This is an optimization exercise on Yosys and OpenROAD, whose aim is small area, not a production implementation.
Only simulation tests tie the RTL to the original design; equivalence was not proved.
No driver is modelled on the clock port, so clocking that relies on it looks cheaper here than on a real chip.
Power is estimated from default activity; no workload was simulated.

## job 7053
==> flow/design.v <==
`timescale 1 ns / 1 ps
module axi_lite_ripple_cnt #(parameter integer W = 14) (
	input  wire         clk,
	input  wire         clr,
	input  wire         inc,
	output reg  [W-1:0] q
);
	wire [W-1:0] c;    
	wire [W-1:0] x;    
	wire [W-1:0] d;
	assign c[0] = inc;
	genvar i;
	generate
		for (i = 0; i < W; i = i + 1) begin : bit_
			if (i % 2 == 0) begin : ev
				axi_lite_xnor2 gx (.a(q[i]), .b(c[i]), .y(x[i]));
				if (i < W - 1) begin : cy
					axi_lite_nand2 gc (.a(q[i]), .b(c[i]), .y(c[i+1]));
				end
			end else begin : od
				axi_lite_xor2  gx (.a(q[i]), .b(c[i]), .y(x[i]));
				if (i < W - 1) begin : cy
					axi_lite_nor2b gc (.a(c[i]), .b_n(q[i]), .y(c[i+1]));
				end
			end
			axi_lite_nor2 gd (.a(clr), .b(x[i]), .y(d[i]));
			always @(posedge clk)
				q[i] <= d[i];
		end
	endgenerate
endmodule
module axi_lite_xor2 (input wire a, input wire b, output wire y);
	assign y = a ^ b;
endmodule
module axi_lite_xnor2 (input wire a, input wire b, output wire y);
	assign y = ~(a ^ b);
endmodule
module axi_lite_nor2 (input wire a, input wire b, output wire y);
	assign y = ~(a | b);
endmodule
module axi_lite_nand2 (input wire a, input wire b, output wire y);
	assign y = ~(a & b);
endmodule
module axi_lite_nor2b (input wire a, input wire b_n, output wire y);
	assign y = ~(a | ~b_n);
endmodule
module axi_lite_nand2b (input wire a_n, input wire b, output wire y);
	assign y = ~(~a_n & b);
endmodule
module axi_lite_wrapper_master_lite_v1_0_M00_AXI (
	input  wire          INIT_AXI_READ,
	input  wire          INIT_AXI_WRITE,
	input  wire          INIT_AXI_TXN,
	output reg           ERROR,
	output wire          TXN_DONE,
	input  wire          M_AXI_ACLK,
	input  wire          M_AXI_ARESETN,
	output wire [15 : 2] M_AXI_AWADDR,
	output reg           M_AXI_AWVALID,
	input  wire          M_AXI_AWREADY,
	output wire [31 : 0] M_AXI_WDATA,
	output reg           M_AXI_WVALID,
	input  wire          M_AXI_WREADY,
	input  wire [1 : 0]  M_AXI_BRESP,
	input  wire          M_AXI_BVALID,
	output reg           M_AXI_BREADY,
	output wire [15 : 2] M_AXI_ARADDR,
	output reg           M_AXI_ARVALID,
	input  wire          M_AXI_ARREADY,
	input  wire [1 : 0]  M_AXI_RRESP,
	input  wire          M_AXI_RVALID,
	output reg           M_AXI_RREADY
);
	reg         init_txn_ff, init_txn_ff2;
	reg         init_read_ff, init_read_ff2;
	reg         init_write_ff, init_write_ff2;
	reg         write_run, read_run;
	reg         writes_done, reads_done, error_reg;
	wire [9:0]  write_index;
	wire rst   = !M_AXI_ARESETN;
	wire txn_p = init_txn_ff & !init_txn_ff2;
	wire rd_p  = init_read_ff & !init_read_ff2;
	wire wr_p  = init_write_ff & !init_write_ff2;
	wire clr   = rst | txn_p;
	wire idle  = !write_run & !read_run;
	wire w_done  = M_AXI_WVALID & M_AXI_WREADY & (M_AXI_AWREADY | !M_AXI_AWVALID);
	wire b_hs    = M_AXI_BREADY & M_AXI_BVALID;
	wire r_hs    = M_AXI_RREADY & M_AXI_RVALID;
	wire w_last  = &write_index;
	axi_lite_ripple_cnt #(14) awaddr_cnt (
		.clk(M_AXI_ACLK), .clr(clr), .inc(M_AXI_AWVALID & M_AXI_AWREADY),
		.q(M_AXI_AWADDR));
	axi_lite_ripple_cnt #(14) araddr_cnt (
		.clk(M_AXI_ACLK), .clr(clr), .inc(M_AXI_ARVALID & M_AXI_ARREADY),
		.q(M_AXI_ARADDR));
	wire [9:0]  w_bc;
	assign w_bc[0] = M_AXI_WVALID & !M_AXI_AWVALID;
	genvar gi;
	generate
		for (gi = 0; gi < 10; gi = gi + 2) begin : wdec
			axi_lite_xor2   dx (.a(M_AXI_AWADDR[gi+2]), .b(w_bc[gi]),   .y(write_index[gi]));
			axi_lite_nand2b db (.a_n(M_AXI_AWADDR[gi+2]), .b(w_bc[gi]), .y(w_bc[gi+1]));
			axi_lite_xnor2  ox (.a(M_AXI_AWADDR[gi+3]), .b(w_bc[gi+1]), .y(write_index[gi+1]));
			if (gi < 8) begin : bo
				axi_lite_nor2 ob (.a(M_AXI_AWADDR[gi+3]), .b(w_bc[gi+1]), .y(w_bc[gi+2]));
			end
		end
	endgenerate
	assign M_AXI_WDATA = {22'h2A8000, write_index};
	assign TXN_DONE    = writes_done | reads_done;
	always @(posedge M_AXI_ACLK) begin
		init_txn_ff2   <= init_txn_ff;
		init_read_ff2  <= init_read_ff;
		init_write_ff2 <= init_write_ff;
		if (rst) begin
			init_txn_ff   <= 1'b0;
			init_read_ff  <= 1'b0;
			init_write_ff <= 1'b0;
		end else begin
			init_txn_ff   <= INIT_AXI_TXN;
			init_read_ff  <= INIT_AXI_READ;
			init_write_ff <= INIT_AXI_WRITE;
		end
	end
	always @(posedge M_AXI_ACLK) begin
		if (clr) begin
			M_AXI_AWVALID <= 1'b0;
			M_AXI_WVALID  <= 1'b0;
			M_AXI_BREADY  <= 1'b0;
		end else if (!M_AXI_WVALID) begin
			if (write_run) begin
				M_AXI_AWVALID <= 1'b1;
				M_AXI_WVALID  <= 1'b1;
			end else if (b_hs)
				M_AXI_BREADY <= 1'b0;
		end else if (M_AXI_AWVALID & !M_AXI_AWREADY) begin
			if (b_hs)
				M_AXI_BREADY <= 1'b0;
		end else begin
			M_AXI_AWVALID <= M_AXI_WREADY & !w_last;
			M_AXI_WVALID  <= !(M_AXI_WREADY & w_last);
			M_AXI_BREADY  <= M_AXI_WREADY | (M_AXI_BREADY & !M_AXI_AWVALID);
		end
	end
	always @(posedge M_AXI_ACLK) begin
		if (clr) begin
			M_AXI_ARVALID <= 1'b0;
			M_AXI_RREADY  <= 1'b0;
		end else if (M_AXI_ARVALID) begin
			if (M_AXI_ARREADY) begin
				M_AXI_ARVALID <= 1'b0;
				M_AXI_RREADY  <= 1'b1;
			end
		end else if (M_AXI_RREADY) begin
			if (M_AXI_RVALID) begin
				M_AXI_RREADY  <= 1'b0;
				M_AXI_ARVALID <= read_run;
			end
		end else if (read_run)
			M_AXI_ARVALID <= 1'b1;
	end
	always @(posedge M_AXI_ACLK) begin
		if (rst) begin
			write_run <= 1'b0;
			read_run  <= 1'b0;
			ERROR     <= 1'b0;
		end else if (idle) begin
			write_run <= wr_p;
			read_run  <= !wr_p & rd_p;
			if (wr_p | rd_p)
				ERROR <= 1'b0;
		end else begin
			write_run <= write_run & !writes_done;
			read_run  <= read_run & !reads_done;
			if ((write_run & !writes_done) | (read_run & !reads_done))
				ERROR <= error_reg;
		end
	end
	always @(posedge M_AXI_ACLK) begin
		if (clr) begin
			writes_done <= 1'b0;
			reads_done  <= 1'b0;
			error_reg   <= 1'b0;
		end else begin
			if (w_last & b_hs)
				writes_done <= 1'b1;
			if (M_AXI_ARADDR[12] & r_hs)
				reads_done <= 1'b1;
			if ((b_hs & M_AXI_BRESP[1]) | (r_hs & M_AXI_RRESP[1]))
				error_reg <= 1'b1;
		end
	end
endmodule
`timescale 1 ns / 1 ps
module axi_lite_wrapper (
	input  wire          m00_axi_read,
	input  wire          m00_axi_write,
	input  wire          m00_axi_init_axi_txn,
	output wire          m00_axi_error,
	output wire          m00_axi_txn_done,
	input  wire          m00_axi_aclk,
	input  wire          m00_axi_aresetn,
	output wire [15 : 2] m00_axi_awaddr,
	output wire          m00_axi_awvalid,
	input  wire          m00_axi_awready,
	output wire [31 : 0] m00_axi_wdata,
	output wire          m00_axi_wvalid,
	input  wire          m00_axi_wready,
	input  wire [1 : 0]  m00_axi_bresp,
	input  wire          m00_axi_bvalid,
	output wire          m00_axi_bready,
	output wire [15 : 2] m00_axi_araddr,
	output wire          m00_axi_arvalid,
	input  wire          m00_axi_arready,
	input  wire [31 : 0] m00_axi_rdata,
	input  wire [1 : 0]  m00_axi_rresp,
	input  wire          m00_axi_rvalid,
	output wire          m00_axi_rready
);
	axi_lite_wrapper_master_lite_v1_0_M00_AXI core (
		.INIT_AXI_READ(m00_axi_read),
		.INIT_AXI_WRITE(m00_axi_write),
		.INIT_AXI_TXN(m00_axi_init_axi_txn),
		.ERROR(m00_axi_error),
		.TXN_DONE(m00_axi_txn_done),
		.M_AXI_ACLK(m00_axi_aclk),
		.M_AXI_ARESETN(m00_axi_aresetn),
		.M_AXI_AWADDR(m00_axi_awaddr),
		.M_AXI_AWVALID(m00_axi_awvalid),
		.M_AXI_AWREADY(m00_axi_awready),
		.M_AXI_WDATA(m00_axi_wdata),
		.M_AXI_WVALID(m00_axi_wvalid),
		.M_AXI_WREADY(m00_axi_wready),
		.M_AXI_BRESP(m00_axi_bresp),
		.M_AXI_BVALID(m00_axi_bvalid),
		.M_AXI_BREADY(m00_axi_bready),
		.M_AXI_ARADDR(m00_axi_araddr),
		.M_AXI_ARVALID(m00_axi_arvalid),
		.M_AXI_ARREADY(m00_axi_arready),
		.M_AXI_RRESP(m00_axi_rresp),
		.M_AXI_RVALID(m00_axi_rvalid),
		.M_AXI_RREADY(m00_axi_rready)
	);
endmodule
Settings: LEC_CHECK=0, CAP_MARGIN=20, CORE_AREA=2 2 59 59, DIE_AREA=0 0 61 61, PLACE_DENSITY=0.85, SLEW_MARGIN=20; clock period 5.0 ns.
standard.sh (not shown) runs the stock make flow with config.mk's settings and CLKGATE_MAP_FILE= SYNTH_SCRIPT=/design/flow/synth_recipe.tcl, a recipe that flattens the netlist after the stock synthesis.
==> flow/flow/run.sh <==
#!/bin/bash
set -euo pipefail
F=$PWD/flow
bash standard.sh \
  "SYNTH_SCRIPT=$F/synth.tcl" \
  "SYNTH_KEEP_MODULES=axi_lite_xor2 axi_lite_xnor2 axi_lite_nor2 axi_lite_nand2 axi_lite_nor2b axi_lite_nand2b" \
  "SKIP_REPAIR_TIE_FANOUT=1" \
  "POST_FLOORPLAN_TCL=$F/merge_ties.tcl" \
  "POST_CTS_TCL=$F/fix_clock_slew.tcl" \
  "BUFFER_PORTS_ARGS=-buffer_cell sky130_fd_sc_hd__buf_1" \
  "CTS_ARGS=-sink_clustering_enable -repair_clock_nets -dont_use_dummy_load -buf_list sky130_fd_sc_hd__clkbuf_4 -root_buf sky130_fd_sc_hd__clkbuf_4" \
  finish > standard.log 2>&1
Other scripts of this flow, unchanged in this note and not shown: flow/flow/abc_area.script, flow/flow/fix_clock_slew.tcl, flow/flow/merge_ties.tcl, flow/flow/synth.tcl
Job 7053 completed end to end with timing, DRC and antenna clean.
diff inputs: job 7053 => job 2787
diff --git a/flow/config.mk b/flow/config.mk
--- a/flow/config.mk
+++ b/flow/config.mk
@@ -9,3 +9,3 @@
-export CORE_AREA = 2 2 59 59
-export DIE_AREA = 0 0 61 61
-export PLACE_DENSITY = 0.85
+export CORE_AREA = 2 2 58 58
+export DIE_AREA = 0 0 60 60
+export PLACE_DENSITY = 0.95
## What came out
For worst hold slack, job 7053 and job 2787 come out practically identical.
Clock share of power ended up 0.8 points higher on job 2787 than on job 7053.
Wire length of the first global-routing pass up 2.5% in job 2787 wrt job 7053
Per the comparison of job 2787 with job 7053, delay of the slowest cell on the worst path held steady, clock skew moved up.

==> static timing again, ports no longer ideal <==
In the flow no input, the clock included, has a driving cell. The finished layouts below were timed again as built, in two steps.
Step 1 (the two cells are an assumption about what drives the block):
set clk [get_ports {m00_axi_aclk}]
set_driving_cell -lib_cell sky130_fd_sc_hd__clkbuf_16 $clk
set_driving_cell -lib_cell sky130_fd_sc_hd__buf_2 [delete_from_list [all_inputs] $clk]
Step 2 also shifts input and output timing later by t, the mid clock arrival at the registers, as if the neighbouring blocks saw the same clock.
Slacks: ideal ports / drivers / drivers and shift; pairs: ideal ports / drivers.
run | t (ns) | slack for setup (ns) | worst setup path at the end
job 7053 | 0.344 | 1.235 / 1.214 / 1.468 | input to register
job 2787 | 0.351 | 1.292 / 1.269 / 1.411 | input to register
After both steps setup and hold are still met in every run listed.
